From an optimization exercise on the open Yosys and OpenROAD flow, aimed at a short achievable clock period and few clock cycles; shortcuts taken in it are not production practice. The RTL was checked by simulation tests, not by an equivalence proof against the original design. Power and IR drop assume default switching activity.

==> build 28: inputs <==
// riscvmulti
module riscvmulti(input  logic        clk, reset,
                  output logic        MemWrite,
                  output logic [31:0] Adr, WriteData,
                  input  logic [31:0] ReadData);
Settings: LEC_CHECK=0, ABC_CLOCK_PERIOD_IN_PS=2500, CAP_MARGIN=20, CORE_MARGIN=2, CORE_UTILIZATION=30, PLACE_DENSITY=0.45, SLEW_MARGIN=20; clock period 9.0 ns.
standard.sh (not shown) runs the stock make flow with config.mk's settings and CLKGATE_MAP_FILE= SYNTH_SCRIPT=/design/flow/synth_recipe.tcl, a recipe that flattens the netlist after the stock synthesis.
==> flow/flow/run.sh <==
#!/bin/bash
set -euo pipefail
bash standard.sh SETUP_SLACK_MARGIN=6.5 finish > standard.log 2>&1
==> build 44: changes against build 28 <==
--- a/flow/design.v
+++ b/flow/design.v
@@ -14,16 +14,17 @@
   logic        b1_ex, b1_mm, b1_w, b2_ex, b2_mm, b2_w;
   logic        ex_v;                
   logic [31:0] ex_a, ex_b, ex_sd, ex_tgt;    
   logic [4:0]  ex_rd;
   logic        ex_wr, ex_sub, ex_and, ex_or, ex_slt, ex_ld, ex_st, ex_br, ex_jal, ex_ar;
   logic [31:0] ex_link;             
   logic        m_v;                 
   logic [31:0] m_adr;
+  logic        m_st;                
   logic        mm_wr, mm_ld;        
   logic [4:0]  mm_rd;
   logic [31:0] mm_res;
   logic        w_v;                 
   logic [4:0]  w_rd;
   logic [31:0] w_d;
   logic [31:1][31:0] rf;
   logic [NC-1:0]       ic_v;
@@ -108,41 +109,53 @@
   assign id_go = id_v & ~stall & ~ex_taken;            
   logic        m_next, c_hit, fetch, take, f_jal, f_jmp;
   logic [31:0] fw;
   logic [11:2] fa_nx;
   assign m_next = ex_v & (ex_ld | ex_st);              
   assign c_hit  = (fa_seq & cs_hit) | (fa_same & cf_hit);
   assign fetch  = (~m_v | c_hit) & ~stall;
   assign fw     = ~m_v ? ReadData : fa_seq ? cs_dat : cf_dat;
-  logic        id_redir;
-  assign id_redir = id_v & is_beq & is_jmp & ~ex_taken;
-  assign take   = fetch & ~ex_taken & ~id_redir;       
+  assign take   = fetch & ~ex_taken;                   
   logic [31:0] cw;
   logic        r_jal, r_jmp, c_jal, c_jmp;
-  logic [11:2] r_tj, c_tj;
+  logic [11:2] r_tj, r_tb, c_tj, c_tb;
   assign cw     = fa_seq ? cs_dat : cf_dat;
   assign r_jal  = (ReadData[6:0] == OP_JAL);
-  assign r_jmp  = r_jal;
-  assign c_jal  = (cw[6:0] == OP_JAL);
-  assign c_jmp  = c_jal;
+  assign r_jmp  = r_jal | ((ReadData[6:0] == OP_BEQ) & (ReadData[19:15] == ReadData[24:20]));
+  logic        cs_jal, cs_jmp, cf_jal, cf_jmp;
+  logic [11:2] cs_tj, cs_tb, cf_tj, cf_tb;
+  assign cs_jal = (cs_dat[6:0] == OP_JAL);
+  assign cs_jmp = cs_jal | ((cs_dat[6:0] == OP_BEQ) & (cs_dat[19:15] == cs_dat[24:20]));
+  assign cf_jal = (cf_dat[6:0] == OP_JAL);
+  assign cf_jmp = cf_jal | ((cf_dat[6:0] == OP_BEQ) & (cf_dat[19:15] == cf_dat[24:20]));
+  assign cs_tj  = fa + {cs_dat[20], cs_dat[30:22]};
+  assign cs_tb  = fa + {cs_dat[7], cs_dat[30:25], cs_dat[11:9]};
+  assign cf_tj  = fa + {cf_dat[20], cf_dat[30:22]};
+  assign cf_tb  = fa + {cf_dat[7], cf_dat[30:25], cf_dat[11:9]};
+  assign c_jal  = fa_seq ? cs_jal : cf_jal;
+  assign c_jmp  = fa_seq ? cs_jmp : cf_jmp;
   assign r_tj   = fa + {ReadData[20], ReadData[30:22]};
-  assign c_tj   = fa + {cw[20], cw[30:22]};
+  assign r_tb   = fa + {ReadData[7], ReadData[30:25], ReadData[11:9]};
+  assign c_tj   = ({10{fa_seq}} & cs_tj) | ({10{~fa_seq}} & cf_tj);
+  assign c_tb   = ({10{fa_seq}} & cs_tb) | ({10{~fa_seq}} & cf_tb);
   assign f_jal  = m_v ? c_jal : r_jal;
   assign f_jmp  = m_v ? c_jmp : r_jmp;
   logic        tr, tc;
   logic [11:2] fa1, early_nx, late_nx, late_a;
   assign tr       = take & ~m_v;                       
   assign tc       = take & m_v;                        
   assign fa1      = fa + 10'd1;
-  assign early_nx = ({10{ex_taken}} & ex_tgt[11:2]) | ({10{id_redir}} & tgt_b[11:2]) |
-                    ({10{tc & c_jal}} & c_tj) | ({10{tc & ~c_jal}} & fa1) |
-                    ({10{~take & ~ex_taken & ~id_redir}} & fa);
-  assign late_nx  = ({10{tr & r_jal}} & r_tj) | ({10{tr & ~r_jal}} & fa1);
-  assign late_a   = ({10{~m_next & tr & r_jal}} & r_tj) | ({10{~m_next & tr & ~r_jal}} & fa1);
+  assign early_nx = ({10{ex_taken}} & ex_tgt[11:2]) |
+                    ({10{tc & c_jal}} & c_tj) | ({10{tc & ~c_jal & c_jmp}} & c_tb) |
+                    ({10{tc & ~c_jmp}} & fa1) | ({10{~take & ~ex_taken}} & fa);
+  assign late_nx  = ({10{tr & r_jal}} & r_tj) | ({10{tr & ~r_jal & r_jmp}} & r_tb) |
+                    ({10{tr & ~r_jmp}} & fa1);
+  assign late_a   = ({10{~m_next & tr & r_jal}} & r_tj) | ({10{~m_next & tr & ~r_jal & r_jmp}} & r_tb) |
+                    ({10{~m_next & tr & ~r_jmp}} & fa1);
   assign fa_nx    = early_nx | late_nx;
   logic [31:0] adr_nx;
   assign adr_nx   = ({32{m_next}} & ex_sum) |
                     {20'b0, ({10{~m_next}} & early_nx) | late_a, 2'b0};
   assign Adr = adr_q;
   logic [4:0]  n1, n2;
   logic        id_wr;
   logic [31:1] n1_oh, n2_oh;
@@ -152,18 +165,20 @@
   always_comb
     for (int k = 1; k < 32; k++) begin
       n1_oh[k] = (n1 == 5'(k));
       n2_oh[k] = (n2 == 5'(k));
     end
   logic [11:2] s;
   logic        cs_h, cf_h;
   assign s    = fa + 10'd1;
-  assign cs_h = ic_v[s[5:2]] & (ic_tag[s[5:2]] == s[11:6]) & ~(MemWrite & (m_adr[11:2] == s));
-  assign cf_h = ic_v[fa[5:2]] & (ic_tag[fa[5:2]] == fa[11:6]) & ~(MemWrite & (m_adr[11:2] == fa));
+  logic m_wr;
+  assign m_wr = m_v & m_st;
+  assign cs_h = ic_v[s[5:2]] & (ic_tag[s[5:2]] == s[11:6]) & ~(m_wr & (m_adr[11:2] == s));
+  assign cf_h = ic_v[fa[5:2]] & (ic_tag[fa[5:2]] == fa[11:6]) & ~(m_wr & (m_adr[11:2] == fa));
   always_ff @(posedge clk, posedge reset)
     if (reset) begin
       fa       <= '0;
       adr_q    <= 32'b0;
       mm_wr    <= 1'b0;
       mm_ld    <= 1'b0;
       w_v      <= 1'b0;
       id_v     <= 1'b0;
@@ -175,29 +190,29 @@
       fa_same  <= 1'b0;
       pcn      <= 32'b0;
     end else begin
       fa    <= fa_nx;
       adr_q <= adr_nx;
       mm_wr <= ex_v & ex_wr;
       mm_ld <= ex_v & ex_ld & (ex_rd != 5'd0);
       w_v   <= mm_wr | mm_ld;
-      if (ex_taken | id_redir) id_v <= 1'b0;
+      if (ex_taken)   id_v <= 1'b0;
       else if (take)  id_v <= 1'b1;
       else if (id_go) id_v <= 1'b0;
       ex_v     <= id_go & (is_alu | is_lw | is_sw | (is_beq & ~is_jmp) | is_jal);
       m_v      <= m_next;
       MemWrite <= ex_v & ex_st;
       fa_seq   <= take & ~f_jmp;
-      fa_same  <= ~take & ~ex_taken & ~id_redir;
+      fa_same  <= ~take & ~ex_taken;
       if (ex_taken)  pcn <= ex_tgt;
       else if (id_v) pcn <= succ;
       if (~m_v)
         ic_v[fa[5:2]] <= 1'b1;
-      else if (MemWrite & (ic_tag[m_adr[5:2]] == m_adr[11:6]))
+      else if (m_wr & (ic_tag[m_adr[5:2]] == m_adr[11:6]))
         ic_v[m_adr[5:2]] <= 1'b0;
     end
   always_ff @(posedge clk) begin
     s1_oh <= n1_oh;
     s2_oh <= n2_oh;
     b1_ex <= id_go & id_wr & (rd == n1);
     b2_ex <= id_go & id_wr & (rd == n2);
     b1_mm <= ex_v & ex_wr & (ex_rd == n1);
@@ -230,16 +245,17 @@
       ex_and <= d_and;
       ex_or  <= d_or;
       ex_slt <= d_slt;
       ex_ld  <= is_lw;
       ex_st  <= is_sw;
       ex_br  <= is_beq & ~is_jmp;
     end
     m_adr     <= ex_sum;
+    m_st      <= ex_st;
     WriteData <= ex_sd;
     mm_rd     <= ex_rd;
     mm_res    <= ex_res;
     w_rd      <= mm_rd;
     w_d       <= mm_ld ? ReadData : mm_res;
   end
   always_ff @(posedge clk)
     for (int r = 1; r < 32; r++)
==> build 68: changes against build 28 <==
--- a/flow/design.v
+++ b/flow/design.v
@@ -10,40 +10,40 @@
   logic        id_v;                
   logic [31:0] ir, id_pc;
   logic [31:0] pcn;                 
   logic [31:1] s1_oh, s2_oh;
   logic        b1_ex, b1_mm, b1_w, b2_ex, b2_mm, b2_w;
   logic        ex_v;                
   logic [31:0] ex_a, ex_b, ex_sd, ex_tgt;    
   logic [4:0]  ex_rd;
-  logic        ex_wr, ex_sub, ex_and, ex_or, ex_slt, ex_ld, ex_st, ex_br, ex_jal, ex_ar;
-  logic [31:0] ex_link;             
+  logic        ex_wr, ex_sub, ex_and, ex_or, ex_slt, ex_ld, ex_st, ex_br;
   logic        m_v;                 
   logic [31:0] m_adr;
   logic        mm_wr, mm_ld;        
   logic [4:0]  mm_rd;
   logic [31:0] mm_res;
   logic        w_v;                 
   logic [4:0]  w_rd;
   logic [31:0] w_d;
   logic [31:1][31:0] rf;
   logic [NC-1:0]       ic_v;
   logic [NC-1:0][11:6] ic_tag;
   logic [NC-1:0][31:0] ic_dat;
   logic          cs_hit, cf_hit, fa_seq, fa_same;
   logic [31:0]   cs_dat, cf_dat;
   logic [31:0] ex_sum, ex_res;
   logic        ex_eq, ex_taken;
-  logic [32:0] ex_s33;
-  assign ex_s33 = {ex_a, 1'b1} + {ex_b, ex_sub};
-  assign ex_sum = ex_s33[32:1];
-  assign ex_res = ({32{ex_ar}} & ex_sum) | ({32{ex_and}} & (ex_a & ex_b)) |
-                  ({32{ex_or}} & (ex_a | ex_b)) | {31'b0, ex_slt & ex_sum[31]} |
-                  ({32{ex_jal}} & ex_link);
+  assign ex_sum = ex_a + ex_b + {31'b0, ex_sub};
+  always_comb begin
+    if (ex_and)      ex_res = ex_a & ex_b;
+    else if (ex_or)  ex_res = ex_a | ex_b;
+    else if (ex_slt) ex_res = {31'b0, ex_sum[31]};
+    else             ex_res = ex_sum;
+  end
   assign ex_eq    = (ex_a == ex_b);
   assign ex_taken = ex_v & ex_br & ex_eq;
   logic [6:0]  op;
   logic [4:0]  rs1, rs2, rd;
   logic [2:0]  f3;
   logic        is_r, is_i, is_lw, is_sw, is_beq, is_jal, is_jmp, is_alu;
   logic        d_sub, d_and, d_or, d_slt;
   logic [31:0] imm_i, imm_s, imm_b, imm_j, tgt_b, tgt_j, pc4, succ;
@@ -89,17 +89,18 @@
     if (b1_ex)        rv1 = ex_res;
     else if (b1_mm)   rv1 = mm_res;
     else if (b1_w)    rv1 = w_d;
     else              rv1 = rf1;
     if (b2_mm)        rv2o = mm_res;
     else if (b2_w)    rv2o = w_d;
     else              rv2o = rf2;
     rv2 = byp2_ex ? ex_res : rv2o;
-    if (is_sw)         bo = imm_s;
+    if (is_jal)             bo = 32'd4;
+    else if (is_sw)         bo = imm_s;
     else if (is_i | is_lw)  bo = d_sub ? ~imm_i : imm_i;
     else if (byp2_ex)       bo = d_sub ? ~ex_res : ex_res;
     else                    bo = d_sub ? ~rv2o : rv2o;
   end
   logic use1, use2;
   assign use1  = is_alu | is_lw | is_sw | (is_beq & ~is_jmp);
   assign use2  = is_r | is_sw | (is_beq & ~is_jmp);
   assign stall = id_v & (((ex_v & ex_ld & (ex_rd != 5'd0)) &
@@ -108,41 +109,43 @@
   assign id_go = id_v & ~stall & ~ex_taken;            
   logic        m_next, c_hit, fetch, take, f_jal, f_jmp;
   logic [31:0] fw;
   logic [11:2] fa_nx;
   assign m_next = ex_v & (ex_ld | ex_st);              
   assign c_hit  = (fa_seq & cs_hit) | (fa_same & cf_hit);
   assign fetch  = (~m_v | c_hit) & ~stall;
   assign fw     = ~m_v ? ReadData : fa_seq ? cs_dat : cf_dat;
-  logic        id_redir;
-  assign id_redir = id_v & is_beq & is_jmp & ~ex_taken;
-  assign take   = fetch & ~ex_taken & ~id_redir;       
+  assign take   = fetch & ~ex_taken;                   
   logic [31:0] cw;
   logic        r_jal, r_jmp, c_jal, c_jmp;
-  logic [11:2] r_tj, c_tj;
+  logic [11:2] r_tj, r_tb, c_tj, c_tb;
   assign cw     = fa_seq ? cs_dat : cf_dat;
   assign r_jal  = (ReadData[6:0] == OP_JAL);
-  assign r_jmp  = r_jal;
+  assign r_jmp  = r_jal | ((ReadData[6:0] == OP_BEQ) & (ReadData[19:15] == ReadData[24:20]));
   assign c_jal  = (cw[6:0] == OP_JAL);
-  assign c_jmp  = c_jal;
+  assign c_jmp  = c_jal | ((cw[6:0] == OP_BEQ) & (cw[19:15] == cw[24:20]));
   assign r_tj   = fa + {ReadData[20], ReadData[30:22]};
+  assign r_tb   = fa + {ReadData[7], ReadData[30:25], ReadData[11:9]};
   assign c_tj   = fa + {cw[20], cw[30:22]};
+  assign c_tb   = fa + {cw[7], cw[30:25], cw[11:9]};
   assign f_jal  = m_v ? c_jal : r_jal;
   assign f_jmp  = m_v ? c_jmp : r_jmp;
   logic        tr, tc;
   logic [11:2] fa1, early_nx, late_nx, late_a;
   assign tr       = take & ~m_v;                       
   assign tc       = take & m_v;                        
   assign fa1      = fa + 10'd1;
-  assign early_nx = ({10{ex_taken}} & ex_tgt[11:2]) | ({10{id_redir}} & tgt_b[11:2]) |
-                    ({10{tc & c_jal}} & c_tj) | ({10{tc & ~c_jal}} & fa1) |
-                    ({10{~take & ~ex_taken & ~id_redir}} & fa);
-  assign late_nx  = ({10{tr & r_jal}} & r_tj) | ({10{tr & ~r_jal}} & fa1);
-  assign late_a   = ({10{~m_next & tr & r_jal}} & r_tj) | ({10{~m_next & tr & ~r_jal}} & fa1);
+  assign early_nx = ({10{ex_taken}} & ex_tgt[11:2]) |
+                    ({10{tc & c_jal}} & c_tj) | ({10{tc & ~c_jal & c_jmp}} & c_tb) |
+                    ({10{tc & ~c_jmp}} & fa1) | ({10{~take & ~ex_taken}} & fa);
+  assign late_nx  = ({10{tr & r_jal}} & r_tj) | ({10{tr & ~r_jal & r_jmp}} & r_tb) |
+                    ({10{tr & ~r_jmp}} & fa1);
+  assign late_a   = ({10{~m_next & tr & r_jal}} & r_tj) | ({10{~m_next & tr & ~r_jal & r_jmp}} & r_tb) |
+                    ({10{~m_next & tr & ~r_jmp}} & fa1);
   assign fa_nx    = early_nx | late_nx;
   logic [31:0] adr_nx;
   assign adr_nx   = ({32{m_next}} & ex_sum) |
                     {20'b0, ({10{~m_next}} & early_nx) | late_a, 2'b0};
   assign Adr = adr_q;
   logic [4:0]  n1, n2;
   logic        id_wr;
   logic [31:1] n1_oh, n2_oh;
@@ -175,24 +178,24 @@
       fa_same  <= 1'b0;
       pcn      <= 32'b0;
     end else begin
       fa    <= fa_nx;
       adr_q <= adr_nx;
       mm_wr <= ex_v & ex_wr;
       mm_ld <= ex_v & ex_ld & (ex_rd != 5'd0);
       w_v   <= mm_wr | mm_ld;
-      if (ex_taken | id_redir) id_v <= 1'b0;
+      if (ex_taken)   id_v <= 1'b0;
       else if (take)  id_v <= 1'b1;
       else if (id_go) id_v <= 1'b0;
       ex_v     <= id_go & (is_alu | is_lw | is_sw | (is_beq & ~is_jmp) | is_jal);
       m_v      <= m_next;
       MemWrite <= ex_v & ex_st;
       fa_seq   <= take & ~f_jmp;
-      fa_same  <= ~take & ~ex_taken & ~id_redir;
+      fa_same  <= ~take & ~ex_taken;
       if (ex_taken)  pcn <= ex_tgt;
       else if (id_v) pcn <= succ;
       if (~m_v)
         ic_v[fa[5:2]] <= 1'b1;
       else if (MemWrite & (ic_tag[m_adr[5:2]] == m_adr[11:6]))
         ic_v[m_adr[5:2]] <= 1'b0;
     end
   always_ff @(posedge clk) begin
@@ -212,20 +215,17 @@
       ic_tag[fa[5:2]] <= fa[11:6];
       ic_dat[fa[5:2]] <= ReadData;
     end
     cs_hit <= cs_h;
     cs_dat <= ic_dat[s[5:2]];
     cf_hit <= cf_h | ~m_v;                  
     cf_dat <= ~m_v ? ReadData : ic_dat[fa[5:2]];
     begin
-      ex_a   <= rv1;
-      ex_link <= pc4;
-      ex_jal <= is_jal;
-      ex_ar  <= ~d_and & ~d_or & ~d_slt & ~is_jal;
+      ex_a   <= is_jal ? id_pc : rv1;
       ex_b   <= bo;
       ex_sd  <= rv2;
       ex_tgt <= tgt_b;
       ex_rd  <= rd;
       ex_wr  <= (is_alu | is_jal) & (rd != 5'd0);
       ex_sub <= d_sub;
       ex_and <= d_and;
       ex_or  <= d_or;
==> summary.txt <==
metric	build 44	build 28	build 68
Largest vdd supply drop	0.4304 mV	0.2958 mV	0.4165 mV
Post-synth design cell area	0.1070 sq mm	0.1053 sq mm	0.1061 sq mm
Post-detail-place hpwl	286100 microns	281400 microns	281800 microns
Last weighted congestion value of the routability-driven placer	0.8967	0.9107	0.8977
Number of cells after detailed placement	12480	12080	12380
Non-filler cells in the finished layout	14020	13580	14040
GRT met1 Usage	38.29%	39.00%	36.79%
First-pass GRT wire length	752700 microns	723600 microns	745900 microns
Data required, critical path	9650 ps	9840 ps	9790 ps
Area of the die	0.3615 sq mm	0.3557 sq mm	0.3585 sq mm
Standard cell area after detailed placement	0.1140 sq mm	0.1124 sq mm	0.1135 sq mm
Clock network area share	5.537%	5.545%	5.584%
Portion of total power attributed to sequential cells	32.0%	33.3%	32.6%
Result of the run	no timing/DRC/antenna violations	no timing/DRC/antenna violations	no timing/DRC/antenna violations
Synthesized-area fraction occupied by ao, oa, aoi and oai cells	16.70%	16.50%	14.13%
Area of all placed cells without fillers	0.1466 sq mm	0.1430 sq mm	0.1473 sq mm
Area occupied by registers	0.06126 sq mm	0.06120 sq mm	0.06060 sq mm
Layout area overhead	36.99%	35.79%	38.79%
Clock net power	10.4 mW	10.2 mW	10.5 mW
Net switching power of the design	19.51 mW	17.99 mW	17.89 mW
Syn nets	8245	7961	8109
Worst slack, placed	2621 ps	3840 ps	2870 ps
DRT met1 WL	212400 microns	209500 microns	204000 microns
Endpoint of the lowest-slack register-to-register path	ic_tag[34]$_DFFE_PN_	adr_q[11]$_DFF_PP0_	ic_tag[32]$_DFFE_PN_
Slew margin rel.	17.21%	14.82%	17.27%
Length of routed met2 wiring	243700 microns	228100 microns	246000 microns
Worst clock skew	123.0 ps	96.01 ps	124.6 ps
Testbench counts of build 28, summed over its fixed seeds: cycles 45,994.
Testbench counts of build 44, summed over its fixed seeds: cycles 45,481.
Testbench counts of build 68, summed over its fixed seeds: cycles 45,481.

[static timing again, ports no longer ideal]
How much do the figures lean on ideal ports? The routed layouts below were timed once more, with nothing changed but the port constraints.
Step 1: set_driving_cell puts a clkbuf_16 on clk and a buf_2 on each other input, an assumption about the parent block.
Step 2 adds t to the input delays and takes it off the output delays; t is the mean of the earliest and latest rising clock arrival at the registers after step 1. Input paths then give back, and output paths get back, about the clock's delay inside the block.
Three values: ideal, step 1, step 2; two values: the first two.
run	shift t [ns]	setup WS [ns]	clock arrival spread, ns	slew at the worst register clock pin (ns)
build 28	1.059	5.455 / 5.381 / 4.511	0.097 / 0.097	0.07 / 0.07
build 44	1.043	5.523 / 5.523 / 4.481	0.123 / 0.123	0.07 / 0.07
build 68	1.067	5.378 / 5.378 / 4.533	0.136 / 0.136	0.07 / 0.07
After both steps every run listed still meets setup and hold. The setup slack of build 44, which loses most, moves by 0.000 ns with the drivers and by -1.042 ns with both steps.
